From an optimization exercise on the open Yosys and OpenROAD flow, aimed at small area and a short achievable clock period; shortcuts taken in it are not production practice. At most, simulation tests tie the RTL to the original design; equivalence was not proved. For run 1, only the layout was checked, not whether the RTL still works. Power figures rest on the tool's default switching activity, not on a simulated workload.

`design/flow/flow/run.sh`:
```
#!/bin/bash
# Standard ORFS layout (the standard.sh, standard synthesis unchanged) with
# two changes: ports are buffered with the smallest buffer instead of the
# delay buffer buffer_ports picks by default, and clock tree synthesis uses
# smaller clock buffers and no dummy loads.
set -euo pipefail
KNOBS=(
  "BUFFER_PORTS_ARGS=-buffer_cell sky130_fd_sc_hd__buf_1"
  "CTS_ARGS=-sink_clustering_enable -repair_clock_nets -dont_use_dummy_load -buf_list {sky130_fd_sc_hd__clkbuf_4 sky130_fd_sc_hd__clkbuf_8}"
)
bash standard.sh "${KNOBS[@]}" synth > synth.log 2>&1
bash standard.sh "${KNOBS[@]}" finish > layout.log 2>&1
```
`design/flow/standard.sh`:
```
#!/bin/bash
# synth_recipe.tcl (not shown) runs the flow's synth.tcl, then flattens the netlist and writes it again
# the make line also repeats each setting of config.mk as NAME=value (left out here)
make -C /OpenROAD-flow-scripts/flow DESIGN_CONFIG=/design/flow/config.mk WORK_HOME=/design/flow/orfs CLKGATE_MAP_FILE= SYNTH_SCRIPT=/design/flow/synth_recipe.tcl "${@:-finish}"
```
`design/flow/config.mk`:
```
export PLATFORM = sky130hd
export DESIGN_NAME = voting_machine
export DESIGN_NICKNAME = voting_machine
export VERILOG_FILES = /design/flow/design.v
export SDC_FILE = /design/flow/constraint.sdc
export NUM_CORES = 4
export LEC_CHECK = 0
export CAP_MARGIN = 20
export CORE_MARGIN = 2
export CORE_UTILIZATION = 40
export SLEW_MARGIN = 20
```
`design/flow/constraint.sdc`:
```
create_clock -name core_clock -period 100.0 [get_ports {clk}]
set_input_delay 20.0000 -clock core_clock [delete_from_list [all_inputs] [get_ports {clk}]]
set_output_delay 20.0000 -clock core_clock [all_outputs]
set_load 0.01 [all_outputs]
```
`design/flow/design.v`:
```
module sevseg(in, disp, msg, ones, tens, hundreds, thousands);
	input [15:0] in;
	input disp, msg;
	output [6:0] ones, tens, hundreds, thousands;
	function [6:0] seg;
		input [3:0] d;
		case (d)
			4'h0: seg = 7'b1000000;
			4'h1: seg = 7'b1111001;
			4'h2: seg = 7'b0100100;
			4'h3: seg = 7'b0110000;
			4'h4: seg = 7'b0011001;
			4'h5: seg = 7'b0010010;
			4'h6: seg = 7'b0000010;
			4'h7: seg = 7'b1111000;
			4'h8: seg = 7'b0000000;
			4'h9: seg = 7'b0010000;
			4'ha: seg = 7'b0001000;
			4'hb: seg = 7'b0000011;
			4'hc: seg = 7'b1000110;
			4'hd: seg = 7'b0100001;
			4'he: seg = 7'b0000110;
			default: seg = 7'b0001110;
		endcase
	endfunction
	assign ones      = disp ? seg(in[3:0])   : msg ? 7'b0001110 : 7'b1111111;
	assign tens      = disp ? seg(in[7:4])   : msg ? 7'b0101011 : 7'b1111111;
	assign hundreds  = disp ? seg(in[11:8])  : msg ? 7'b1000000 : 7'b1111111;
	assign thousands = disp ? seg(in[15:12]) : msg ? 7'b1000110 : 7'b1111111;
endmodule
module vga_out(clk, rst, run, VGA_R, VGA_G, VGA_B, VGA_HS, VGA_VS, VGA_SYNC, VGA_BLANK, cnt_t, cnt_b);
input clk, rst, run;
input [15:0] cnt_t, cnt_b;
output [7:0] VGA_R, VGA_G, VGA_B;
output VGA_BLANK, VGA_SYNC, VGA_HS, VGA_VS;
reg vr, vg, vb, hs, vs, blank;
assign VGA_R = {8{vr}};
assign VGA_G = {8{vg}};
assign VGA_B = {8{vb}};
assign VGA_HS = hs;
assign VGA_VS = vs;
assign VGA_BLANK = blank;
assign VGA_SYNC = 1'b0;
reg [4:0] pl;
reg [5:0] ph;
reg [9:0] lc;
wire pl_wrap = (pl == 5'd26);
wire pc_wrap = (ph == 6'd39) && (pl == 5'd4);
wire lc_wrap = (lc == 10'd626);
always @(posedge clk)
	if (!run) begin
		pl <= 5'd0;
		ph <= 6'd0;
		lc <= 10'd0;
	end else if (pc_wrap) begin
		pl <= 5'd0;
		ph <= 6'd0;
		lc <= lc_wrap ? 10'd0 : lc + 10'd1;
	end else if (pl_wrap) begin
		pl <= 5'd0;
		ph <= ph + 6'd1;
	end else
		pl <= pl + 5'd1;
function ge;
	input [5:0] h;
	input [4:0] l;
	ge = (ph > h) || (ph == h && pl >= l);
endfunction
wire [4:0] cyc = pl;
wire [3:0] j = ph[3:0];
wire redp = ph[4];
wire c0 = (cyc == 5'd0);
reg [26:0] e;
reg prev, c1, c2, brw, nz, f_red, f_blue;
wire t_c = cnt_t[cyc[3:0]];
wire b_c = cnt_b[cyc[3:0]];
wire brw_in = c0 ? 1'b0 : brw;
wire r_c = t_c ^ b_c ^ brw_in;
wire hi = cyc[4];
wire xv = !hi & (redp ? r_c : b_c);
wire yv = !hi & (redp ? b_c : r_c);
reg aj, cj;
always @(*) begin
	aj = (j == 4'd0) || (j == 4'd4) || (j == 4'd5);
	if (redp)
		cj = (j == 4'd0) || (j == 4'd3) || (j == 4'd5) || (j == 4'd7) || (j == 4'd8) || (j == 4'd9);
	else
		cj = (j == 4'd0) || (j == 4'd3) || (j == 4'd5) || (j == 4'd6);
end
reg lk;
always @(*)
	case (j)
		4'd0: lk = lc[9];
		4'd1: lk = lc[8];
		4'd2: lk = lc[7];
		4'd3: lk = lc[6];
		4'd4: lk = lc[5];
		4'd5: lk = lc[4];
		4'd6: lk = lc[3];
		4'd7: lk = lc[2];
		4'd8: lk = lc[1];
		4'd9: lk = lc[0];
		default: lk = 1'b0;
	endcase
wire ypos = lk & !cj;
wire yneg = !lk & cj;
wire fb = (c0 || j == 4'd0) ? 1'b0 : prev;
wire opa = aj & xv;
wire opb = ypos ? yv : yneg ? !yv : 1'b0;
wire c1_in = c0 ? 1'b0 : c1;
wire c2_in = c0 ? yneg : c2;
wire s1 = fb ^ opa ^ c1_in;
wire e_new = s1 ^ opb ^ c2_in;
always @(posedge clk) begin
	e <= {e_new, e[26:1]};
	prev <= e[0];
	c1 <= (fb & opa) | (fb & c1_in) | (opa & c1_in);
	c2 <= (s1 & opb) | (s1 & c2_in) | (opb & c2_in);
	brw <= (!t_c & b_c) | (!(t_c ^ b_c) & brw_in);
	nz <= (c0 ? 1'b0 : nz) | (!hi & (t_c | b_c));
	if (pl_wrap && j == 4'd9 && !ph[5]) begin
		if (redp) f_red <= !e_new & nz;
		else f_blue <= !e_new & nz;
	end
end
wire px  = ge(6'd9, 5'd8) && !ge(6'd38, 5'd16);
wire py  = ge(6'd9, 5'd8) && !ge(6'd9, 5'd19);
wire pb1 = ge(6'd14, 5'd23) && !ge(6'd18, 5'd16);
wire pb2 = ge(6'd29, 5'd18) && !ge(6'd33, 5'd11);
wire lx  = (lc >= 10'd600) && (lc <= 10'd610);
wire ly  = (lc >= 10'd40) && (lc <= 10'd610);
wire lg  = (lc == 10'd96) || (lc == 10'd97) || (lc == 10'd152) || (lc == 10'd153) ||
           (lc == 10'd208) || (lc == 10'd209) || (lc == 10'd264) || (lc == 10'd265) ||
           (lc == 10'd320) || (lc == 10'd321) || (lc == 10'd376) || (lc == 10'd377) ||
           (lc == 10'd432) || (lc == 10'd433) || (lc == 10'd488) || (lc == 10'd489) ||
           (lc == 10'd544) || (lc == 10'd545);
wire axis = (px && lx) || (py && ly);
wire bar1 = pb1 && ly && f_red;
wire bar2 = pb2 && ly && f_blue;
wire grid = px && lg;
wire col_r = !axis && (bar1 || !(bar2 || grid));
wire col_g = axis || !(bar1 || bar2 || grid);
wire col_b = !axis && !bar1 && (bar2 || !grid);
wire vis = ge(6'd8, 5'd24) && !ge(6'd38, 5'd14);
always @(posedge clk or negedge rst)
	if (!rst) begin
		vr <= 1'b0; vg <= 1'b0; vb <= 1'b0;
		hs <= 1'b0; vs <= 1'b0; blank <= 1'b1;
	end else begin
		vr <= run && vis && col_r;
		vg <= run && vis && col_g;
		vb <= run && vis && col_b;
		hs <= run && ge(6'd2, 5'd26);
		vs <= run && (lc >= 10'd3);
		blank <= !run || !((ge(6'd2, 5'd26) && !ge(6'd8, 5'd24)) || ge(6'd38, 5'd14)) ||
		         ((lc >= 10'd3) && (lc < 10'd24)) || (lc >= 10'd624);
	end
endmodule
module voting_machine(clk, reset, vote_r, vote_b, confirmY, confirmN, hex_count0, hex_count1, hex_count2, hex_count3,enable_vga,VGA_R,VGA_G,VGA_B,VGA_HS,VGA_VS,VGA_SYNC,VGA_BLANK);
input clk, reset, vote_r, vote_b, confirmY, confirmN, enable_vga;
output [6:0] hex_count0, hex_count1, hex_count2, hex_count3;
output [7:0] VGA_R, VGA_G, VGA_B;
output VGA_BLANK, VGA_SYNC, VGA_HS, VGA_VS;
localparam [3:0]
	S_WAIT   = 4'b0000,
	S_RP     = 4'b0001,
	S_RR     = 4'b0010,
	S_BP     = 4'b0100,
	S_BR     = 4'b0101,
	S_DISP   = 4'b0111,
	S_CW_R   = 4'b1000,
	S_CW_B   = 4'b1001,
	S_YP_R   = 4'b1010,
	S_YP_B   = 4'b1011,
	S_YR_R   = 4'b1100,
	S_YR_B   = 4'b1101,
	S_NP     = 4'b1110,
	S_NR     = 4'b1111;
reg [3:0] state;
reg [15:0] count_t, count_b;
always @(posedge clk or negedge reset)
	if (!reset) begin
		state <= S_WAIT;
		count_t <= 16'd0;
		count_b <= 16'd0;
	end else begin
		case (state)
			S_WAIT:  state <= !vote_b ? S_BP : !vote_r ? S_RP : enable_vga ? S_DISP : S_WAIT;
			S_BP:    state <= !vote_b ? S_BP : S_BR;
			S_BR:    state <= S_CW_B;
			S_RP:    state <= !vote_r ? S_RP : S_RR;
			S_RR:    state <= S_CW_R;
			S_CW_R:  state <= !confirmY ? S_YP_R : !confirmN ? S_NP : S_CW_R;
			S_CW_B:  state <= !confirmY ? S_YP_B : !confirmN ? S_NP : S_CW_B;
			S_YP_R:  state <= !confirmY ? S_YP_R : S_YR_R;
			S_YP_B:  state <= !confirmY ? S_YP_B : S_YR_B;
			S_YR_R:  state <= S_WAIT;
			S_YR_B:  state <= S_WAIT;
			S_NP:    state <= !confirmN ? S_NP : S_NR;
			S_NR:    state <= S_WAIT;
			S_DISP:  state <= enable_vga ? S_DISP : S_WAIT;
			default: state <= state;
		endcase
		if (state == S_YR_R || state == S_YR_B)
			count_t <= count_t + 16'd1;
		if (state == S_YR_B)
			count_b <= count_b + 16'd1;
	end
wire disp = (state == S_DISP);
wire msg = state[3];
sevseg u_sevseg(count_t, disp, msg, hex_count0, hex_count1, hex_count2, hex_count3);
wire vga_run = disp && enable_vga;
vga_out u_vga(clk, reset, vga_run, VGA_R, VGA_G, VGA_B, VGA_HS, VGA_VS, VGA_SYNC, VGA_BLANK, count_t, count_b);
endmodule
```
==> flow_summary_export.csv, run 1 <==
group,metric,value,unit
outcome,outcome,"complete, no violations",
cells_and_area,diodes,0,
synth,syn-num-nets,727,
pwr,ir_drop,0.0129,mV
sta,post-route-min-period,22.14,ns
routing,wl_met1,6090,um
cells_and_area,fin_cells,869,
synth,synth_ff_type,"dfxtp_1",
setup_path,timing.rr.start,"u_vga.pl[0]",
global_route,grt_usage,0.166,
sta,clock_skew,0.0268,ns
placed_design,place_congestion,0.890,
worst_hold_path,hold_class,"reg2reg",
setup_path,crit_path_max_incr_delay,0.62,ns
sta,tns,0,ns
setup_path,cp-startpoint,"state[1]",
clock_tree,ctsResizeCount,0,
synth,synth.area.top_cells,"dfxtp_1 17%, dfrtp_1 17%, ha_1 7.7%",
global_route,grt_pass1_wl,22200,um
sta,finalCritPeriodShare,0.221,
synth,synth_top_family_by_area,"simple AND/OR/NAND/NOR gates",
setup_path,arrival,2.14,ns
sta,max_slew_margin,0.431,
placed_design,dpl_cell_area,6240,um2
die,pin_count,63,
routing,post_drt_wl_per_cell,15.0,um
cells_and_area,syn2layout_area_growth,3.77,%
pwr,p_per_area,17.8,nW/um2
setup_path,slowest_stage,"dfrtp_1",
synth,ys_seq_elements,97,
die,die_area,16300,um2
die,start_util,0.407,
routing,ant_nets,0,
clock_tree,clkTransAtPathRegs,0.10,ns
synth,synth_compound_area_frac,0.141,
global_route,grt_pass1_vias,4638,
job,cap_violations,0,
setup_path,setup.worst_path.class,"reg2out",
synth,ys_async_sr_fraction,0.433,
worst_hold_path,whs_path_depth,0,
cells_and_area,layout.nets,731,
clock_tree,cts-buffers-inserted,9,
sta,setup_viol,0,
sta,worstMarginPinSlew,0.846,ns
synth,synth_edf_count,2,
routing,dr.pass1.iters,5,
clock_tree,worstSkewPairLatency,0.38,ns
routing,drc,0,
placed_design,io_buffer_count,61,
synth,yosysTopAreaCellShare,0.173,
synth,synth-seq-area-share,0.354,
routing,routed-wl-met2,6100,um
clock_tree,ctsLongestPathBuffers,2,
synth,yosysTopAreaCell,"dfxtp_1",
global_route,gr-total-overflow,0,
clock_tree,cts.sinks,97,
synth,yosysWarnings,3,
sta,rsz0062_at_grt,"false",
global_route,antenna_found_initial,0,
sta,clock.fmax,0.0452,GHz
synth,ys_types,80,
cells_and_area,mostFrequentLayoutCells,"63 x nand2_1, 60 x buf_1, 53 x dfxtp_1, 43 x nor2_1, 41 x dfrtp_1",
placed_design,hpwlAfterDp,9370,um
clock_tree,cts_htree_levels,3,
cells_and_area,fin_area,6370,um2
clock_tree,cts_tree,"yes",
die,coreArea,15100,um2
clock_tree,post_cts_buffers,0,
cells_and_area,layout_commonest_cell,"nand2_1",
die,die_w,128,um
synth,yosys.area_share.simple,0.196,
synth,synthXorXnorAreaFrac,0.0683,
synth,synthCells,679,
synth,yosys-mux-area-fraction,0.0671,
setup_path,path_delay_family,"flip-flops",
setup_path,rr_endpoint,"u_vga.f_blue",
routing,routed_wl,13100,um
die,die_y,128,um
cells_and_area,layout-drive-gt1-share,0.0617,
sta,drv_slew,0,
setup_path,cp-end-kind,"primary output",
setup_path,cp_num_buf_inv,3,
routing,met3_length,665,um
setup_path,path_cells,"inv_2 -> nor3_2 -> buf_4 -> nor2_1 -> a21o_1 -> buf_1",
synth,synth_area,6140,um2
placed_design,dp.cells,860,
routing,vias_per_cell,5.59,
routing,drt_iter0_markers,360,
sta,hold_viol_final,0,
setup_path,regToRegSetupSlack,95.60,ns
global_route,grt_max_degree,43,
die,num_rows,45,
pwr,power.leakage,2.47,nW
setup_path,start_kind,"flip-flop",
clock_tree,cts_hold_buffers,0,
routing,highest_layer,"met4",
clock_tree,cts_root_buf,"clkbuf_8",
setup_path,worstPathMaxFanout,31,
setup_path,required,80.00,ns
setup_path,r2r_cells,9,
synth,synthAdderAreaFrac,0.0889,
synth,syn_avg_cell_area,9.04,um2
setup_path,cp-endpoint,"hex_count3[0]",
setup_path,crit_cells,6,
cells_and_area,fill_cells,1487,
routing,num_vias,4858,
-- layer usage --
layer | global-route usage | vias up
li1 | - | 2351
met1 | 0.222 | 2344
met2 | 0.268 | 145
met3 | 0.0388 | 18
met4 | 0.0524 | 0
met5 | 0 | -
-- sequential cells by signal, summed over array words and instances, names as in the netlist, 4 cells and up --
register  count
count_b      16
u_vga.ph      6
state         4
u_vga.pl      5
u_vga.e      27
u_vga.lc     10
count_t      16
-- synthesized netlist by cell type, drive strengths merged (12+ instances only) --
cell type / n
dfrtp: 41
inv: 32
o21ai: 33
xor2: 17
clkbuf: 22
xnor2: 30
mux2i: 13
nand2b: 12
ha: 38
a21oi: 33
nand3: 25
nor2: 43
nand2: 63
buf: 50
dfxtp: 53
-- through the flow --
stage	hold slack (ns)	worst slack [ns]	utilization	total power, mW
after floorplan	0.310	78.33	-	0.0834
after global routing	0.305	77.73	0.422	0.123
after detailed placement	0.312	78.27	0.414	0.0945
final	0.306	77.86	0.422	0.113
after CTS	0.304	77.85	0.422	0.115
after global placement	0.313	78.31	0.414	0.0930
-- report_power, final --
| group | internal (mW) | switching [mW] |
|---|---|---|
| Clock | 0.00808 | 0.0118 |
| Sequential | 0.0485 | 0.00786 |
| Combinational | 0.0157 | 0.0215 |
-- layout make-up --
type / count / area (um2) / share of cell area
Multi-Input combinational cell: 478 / 3460 / 0.543
Sequential cell: 97 / 2170 / 0.341
Timing Repair Buffer: 65 / 260 / 0.0409
Tap cell: 188 / 235 / 0.0369
Clock buffer: 9 / 124 / 0.0194
Inverter: 32 / 120 / 0.0189
-- cell families (layout without fill, tap and decap cells) --
group | count (synthesis) | after routing
AND/OR/NAND/NOR | 225 | 225
AO/OA/AOI/OAI | 135 | 135
buffers and inverters | 104 | 106
flip-flops | 97 | 97
XOR/XNOR | 47 | 47
adder cells (fa/ha/maj) | 42 | 42
multiplexers | 28 | 28
other | 1 | 1
-- how the worst min path moves through the flow --
stage                        to         from
CTS                 u_vga.e[23]  u_vga.e[24]
global route        u_vga.e[23]  u_vga.e[24]
finish              u_vga.e[23]  u_vga.e[24]
floorplan            u_vga.e[0]   u_vga.e[1]
detailed placement  u_vga.e[15]  u_vga.e[16]
global placement     u_vga.e[9]  u_vga.e[10]
==> run 2: changes to the inputs <==
--- a/design/flow/design.v
+++ b/design/flow/design.v
@@ -41,36 +41,24 @@
 assign VGA_VS = vs;
 assign VGA_BLANK = blank;
 assign VGA_SYNC = 1'b0;
-reg [4:0] pl;
-reg [5:0] ph;
+reg [10:0] pc;
 reg [9:0] lc;
-wire pl_wrap = (pl == 5'd26);
-wire pc_wrap = (ph == 6'd39) && (pl == 5'd4);
+wire pc_wrap = (pc == 11'd1057);
 wire lc_wrap = (lc == 10'd626);
 always @(posedge clk)
 	if (!run) begin
-		pl <= 5'd0;
-		ph <= 6'd0;
+		pc <= 11'd0;
 		lc <= 10'd0;
 	end else if (pc_wrap) begin
-		pl <= 5'd0;
-		ph <= 6'd0;
+		pc <= 11'd0;
 		lc <= lc_wrap ? 10'd0 : lc + 10'd1;
-	end else if (pl_wrap) begin
-		pl <= 5'd0;
-		ph <= ph + 6'd1;
 	end else
-		pl <= pl + 5'd1;
-function ge;
-	input [5:0] h;
-	input [4:0] l;
-	ge = (ph > h) || (ph == h && pl >= l);
-endfunction
-wire [4:0] cyc = pl;
-wire [3:0] j = ph[3:0];
-wire redp = ph[4];
+		pc <= pc + 11'd1;
+wire [4:0] cyc = pc[4:0];
+wire [3:0] j = pc[8:5];
+wire redp = pc[9];
 wire c0 = (cyc == 5'd0);
-reg [26:0] e;
+reg [31:0] e;
 reg prev, c1, c2, brw, nz, f_red, f_blue;
 wire t_c = cnt_t[cyc[3:0]];
 wire b_c = cnt_b[cyc[3:0]];
@@ -112,21 +100,21 @@
 wire s1 = fb ^ opa ^ c1_in;
 wire e_new = s1 ^ opb ^ c2_in;
 always @(posedge clk) begin
-	e <= {e_new, e[26:1]};
+	e <= {e_new, e[31:1]};
 	prev <= e[0];
 	c1 <= (fb & opa) | (fb & c1_in) | (opa & c1_in);
 	c2 <= (s1 & opb) | (s1 & c2_in) | (opb & c2_in);
 	brw <= (!t_c & b_c) | (!(t_c ^ b_c) & brw_in);
 	nz <= (c0 ? 1'b0 : nz) | (!hi & (t_c | b_c));
-	if (pl_wrap && j == 4'd9 && !ph[5]) begin
+	if (cyc == 5'd31 && j == 4'd9 && !pc[10]) begin
 		if (redp) f_red <= !e_new & nz;
 		else f_blue <= !e_new & nz;
 	end
 end
-wire px  = ge(6'd9, 5'd8) && !ge(6'd38, 5'd16);
-wire py  = ge(6'd9, 5'd8) && !ge(6'd9, 5'd19);
-wire pb1 = ge(6'd14, 5'd23) && !ge(6'd18, 5'd16);
-wire pb2 = ge(6'd29, 5'd18) && !ge(6'd33, 5'd11);
+wire px  = (pc >= 11'd251) && (pc <= 11'd1041);
+wire py  = (pc >= 11'd251) && (pc <= 11'd261);
+wire pb1 = (pc >= 11'd401) && (pc <= 11'd501);
+wire pb2 = (pc >= 11'd801) && (pc <= 11'd901);
 wire lx  = (lc >= 10'd600) && (lc <= 10'd610);
 wire ly  = (lc >= 10'd40) && (lc <= 10'd610);
 wire lg  = (lc == 10'd96) || (lc == 10'd97) || (lc == 10'd152) || (lc == 10'd153) ||
@@ -141,7 +129,7 @@
 wire col_r = !axis && (bar1 || !(bar2 || grid));
 wire col_g = axis || !(bar1 || bar2 || grid);
 wire col_b = !axis && !bar1 && (bar2 || !grid);
-wire vis = ge(6'd8, 5'd24) && !ge(6'd38, 5'd14);
+wire vis = (pc >= 11'd240) && (pc < 11'd1040);
 always @(posedge clk or negedge rst)
 	if (!rst) begin
 		vr <= 1'b0; vg <= 1'b0; vb <= 1'b0;
@@ -150,9 +138,9 @@
 		vr <= run && vis && col_r;
 		vg <= run && vis && col_g;
 		vb <= run && vis && col_b;
-		hs <= run && ge(6'd2, 5'd26);
+		hs <= run && (pc >= 11'd80);
 		vs <= run && (lc >= 10'd3);
-		blank <= !run || !((ge(6'd2, 5'd26) && !ge(6'd8, 5'd24)) || ge(6'd38, 5'd14)) ||
+		blank <= !run || !(((pc >= 11'd80) && (pc < 11'd240)) || (pc >= 11'd1040)) ||
 		         ((lc >= 10'd3) && (lc < 10'd24)) || (lc >= 10'd624);
 	end
 endmodule
==> design/flow/run.sh (new file) <==
#!/bin/bash
# synth_recipe.tcl (not shown) runs the flow's synth.tcl, then flattens the netlist and writes it again
# the make line also repeats each setting of config.mk as NAME=value (left out here)
make -C /OpenROAD-flow-scripts/flow DESIGN_CONFIG=/design/flow/config.mk WORK_HOME=/design/flow/orfs CLKGATE_MAP_FILE= SYNTH_SCRIPT=/design/flow/synth_recipe.tcl finish
removed: design/flow/flow/run.sh
removed: design/flow/standard.sh
==> run 2 against run 1 <==
Against the previous run: still clean on timing, DRC and antenna; via count increased by 0.62%; first-iteration DRC count decreased by 2.2%; die area rose by 0.67%; critical path type unchanged; critical endpoint is now hex_count2[3].
==> flow_summary_export.csv, run 2 <==
group,metric,value,unit
clock_tree,cts_tree,"yes",
synth,yosysTopAreaCell,"dfxtp_1",
pwr,clkPwrFrac,0.296,
cells_and_area,diodes,0,
synth,yosysWarnings,3,
sta,worstMarginPinSlew,0.806,ns
clock_tree,ctsLongestPathBuffers,2,
pwr,power.leakage,2.72,nW
synth,ys_top_cells_by_count,"58 x dfxtp_1, 57 x nand2_1, 44 x a21oi_1, 44 x nor2_1, 44 x o21ai_0",
die,die_w,128,um
global_route,grt_usage,0.171,
cells_and_area,fill_cells,1441,
sta,worst_slack,77.25,ns
placed_design,io_buffer_count,61,
setup_path,path_cells,"nor2b_1 -> nand2_1 -> nor2_1 -> buf_4 -> nor2_1 -> a21o_1 -> clkdlybuf4s50_1",
synth,syn-num-nets,740,
sta,drv_slew,0,
sta,max_slew_margin,0.462,
cells_and_area,syn2layout_area_growth,13.2,%
clock_tree,cts-buffers-inserted,9,
synth,synth.most_common_cell,"dfxtp_1",
clock_tree,cts_htree_levels,3,
cells_and_area,layout.nets,745,
setup_path,cpMostUsedCell,"nor2_1",
sta,tns,0,ns
pwr,p_sw_frac,0.316,
die,die_area,16500,um2
global_route,antenna_found_initial,0,
sta,clock_skew,0.00748,ns
pwr,comb_power_share,0.239,
synth,yosysTopAreaCellShare,0.188,
clock_tree,post_cts_buffers,0,
clock_tree,cts_hold_buffers,0,
sta,hold_viol_final,0,
setup_path,setup.worst_path.class,"reg2out",
clock_tree,cts.sinks,102,
die,die_y,128,um
routing,ant_nets,0,
synth,ys_async_sr_fraction,0.412,
cells_and_area,largest_registers,"u_vga.e (32), count_b (16), count_t (16)",
routing,post_drt_wl_per_cell,14.9,um
synth,synth_ff_type,"dfxtp_1",
routing,vias_per_cell,5.47,
job,cap_violations,0,
setup_path,crit_path_max_incr_delay,0.59,ns
setup_path,arrival,2.75,ns
synth,synth_edf_count,2,
placed_design,place_congestion,0.859,
worst_hold_path,hp-start,"u_vga.e[1]",
synth,synth_area,6180,um2
cells_and_area,mostFrequentLayoutCells,"60 x clkdlybuf4s50_1, 58 x dfxtp_1, 57 x nand2_1",
routing,dr.pass1.iters,4,
setup_path,worstPathMaxFanout,28,
cells_and_area,top_register,"u_vga.e",
synth,synth.area.top_cells,"dfxtp_1 19%, dfrtp_1 17%, ha_1 6.9%",
pwr,power.switching,0.0383,mW
sta,rsz0062_at_grt,"false",
placed_design,dpl_worst_slack,77.64,ns
setup_path,cp-end-kind,"primary output",
routing,routed_wl,13300,um
synth,syn_avg_cell_area,8.88,um2
pwr,p_per_area,17.3,nW/um2
global_route,gr-total-overflow,0,
outcome,outcome,"complete, no violations",
sta,setup_viol,0,
setup_path,slowest_stage,"dfrtp_1",
global_route,grt_max_degree,43,
setup_path,required,80.00,ns
setup_path,start_kind,"flip-flop",
synth,synth-seq-area-share,0.368,
clock_tree,clkTransAtPathRegs,0.07,ns
pwr,pwr-share-seq,0.465,
routing,drc,0,
pwr,internal-power,0.0827,mW
routing,drt_iter0_markers,352,
cells_and_area,largest_reg_flops,32,
global_route,grt_pass1_vias,4750,
setup_path,path_delay_family,"simple AND/OR/NAND/NOR gates",
sta,post-route-min-period,22.75,ns
placed_design,hpwlAfterDp,9380,um
routing,num_vias,4888,
setup_path,cp-startpoint,"state[2]",
die,start_util,0.408,
setup_path,cp_num_buf_inv,2,
die,coreArea,15100,um2
pwr,ir_drop,0.00853,mV
cells_and_area,layout-drive-gt1-share,0.0567,
global_route,grt_pass1_wl,23100,um
clock_tree,ctsResizeCount,0,
setup_path,timing.rr.start,"u_vga.pc[2]",
die,pin_count,63,
synth,ys_types,70,
worst_hold_path,hold_class,"reg2reg",
die,num_rows,45,
clock_tree,cts_root_buf,"clkbuf_16",
synth,ys_seq_elements,102,
sta,finalCritPeriodShare,0.227,
cells_and_area,layout_commonest_cell,"clkdlybuf4s50_1",
synth,synthCells,696,
clock_tree,worstSkewPairLatency,0.34,ns
sta,clock.fmax,0.0440,GHz
## run 2: cell types whose count changed in the layout (fill, tap and decap cells not counted), moves of 11 or more
cell | previous run | this run
buf_1 | 60 | 0
inv_1 | 29 | 42
a21oi_1 | 33 | 44
clkdlybuf4s50_1 | 0 | 60
o21ai_0 | 31 | 44
## run 2: final cells by class
class | instances | area [um2] | share of cell area
Sequential cell | 102 | 2270 | 0.325
Multi-Input combinational cell | 483 | 3390 | 0.485
Tap cell | 188 | 235 | 0.0336
Clock inverter | 7 | 91.3 | 0.0131
Timing Repair Buffer | 63 | 623 | 0.0891
Inverter | 42 | 158 | 0.0225
Clock buffer | 9 | 225 | 0.0322
## run 2: logic make-up (layout without fill, tap and decap cells)
kind of cell               count (synthesis)  in the layout  synth area share
AOI/OAI and AO/OA                        152            152             0.155
xor gates and xnor gates                  43             43            0.0609
adders and majority gates                 37             37            0.0786
buffers and inverters                    111            121            0.0836
DFF                                      102            102             0.368
muxes                                     28             28            0.0660
other                                      1              1          0.000607
and+or+nand+nor                          222            222             0.187
## run 2: metrics by stage
| stage | area, um2 | hold slack [ns] | cells | power [mW] | util |
|---|---|---|---|---|---|
| global route | 7000 | 0.335 | 894 | 0.129 | 0.462 |
| floorplan | 6180 | 0.310 | 696 | 0.0746 | - |
| CTS | 6990 | 0.330 | 894 | 0.122 | 0.462 |
| global placement | 6680 | 0.313 | 878 | 0.0849 | 0.441 |
| detailed placement | 6680 | 0.312 | 878 | 0.0857 | 0.441 |
| finish | 7000 | 0.329 | 894 | 0.121 | 0.462 |
## run 2: path summary, 6_finish.rpt
kind	to	slack, ns	depth (start not counted)
worst max-delay path	hex_count2[3]	77.25	7
worst min-delay path	u_vga.e[0]	0.33	0
worst max register to register	u_vga.f_blue	95.86	8
worst min register to register	u_vga.e[0]	0.33	0
max in group asynchronous	count_b[0]	79.96	1
min in group asynchronous	u_vga.vr	19.65	1
## run 2: worst reg2reg max path, stage by stage (launching register included)
cell	delay (ns)
dfxtp_1	0.85
mux4_2	0.62
mux4_2	0.52
fa_1	0.55
mux2i_1	0.07
nor2_1	0.16
fa_1	0.47
fa_1	0.59
nor2b_1	0.07
## run 2: power by group through the flow
stage / Sequential (mW) / Clock [mW] / Combinational, mW
detailed placement: 0.0569 / 0 / 0.0287
global placement: 0.0567 / 0 / 0.0282
floorplan: 0.0536 / 0 / 0.0210
CTS: 0.0564 / 0.0369 / 0.0290
global route: 0.0576 / 0.0387 / 0.0324
finish: 0.0562 / 0.0358 / 0.0290
## run 2: routing by layer
layer	wire, um	vias to the layer above	global-route usage	part of all wire
met1	6540	2355	0.230	0.49
met3	388	10	0.0271	0.029
li1	-	2412	-	-
met4	129	0	0.0517	0.0097
met5	0	-	0	0
met2	6280	111	0.282	0.47

[what the ideal ports hide]
In the flow no input, the clock included, has a driving cell. The finished layouts below were timed again as built, in two steps. Step 1: set_driving_cell puts a clkbuf_16 on clk and a buf_2 on each other input, an assumption about the parent block. Step 2 moves the port delays by t, midway between the first and last clock arrival at a register: inputs arrive t later, outputs are due t later. That takes back most of the time a late clock gives input paths. a / b / c = no drivers / after step 1 / after step 2; a / b = the first two.
run	t, ns	setup WS [ns]	worst data-port slew with drivers (ns)
run 1	0.404	77.862 / 77.823 / 78.228	0.03
run 2	0.381	77.252 / 77.213 / 77.593	0.03
After both steps setup and hold are still met in every run listed.
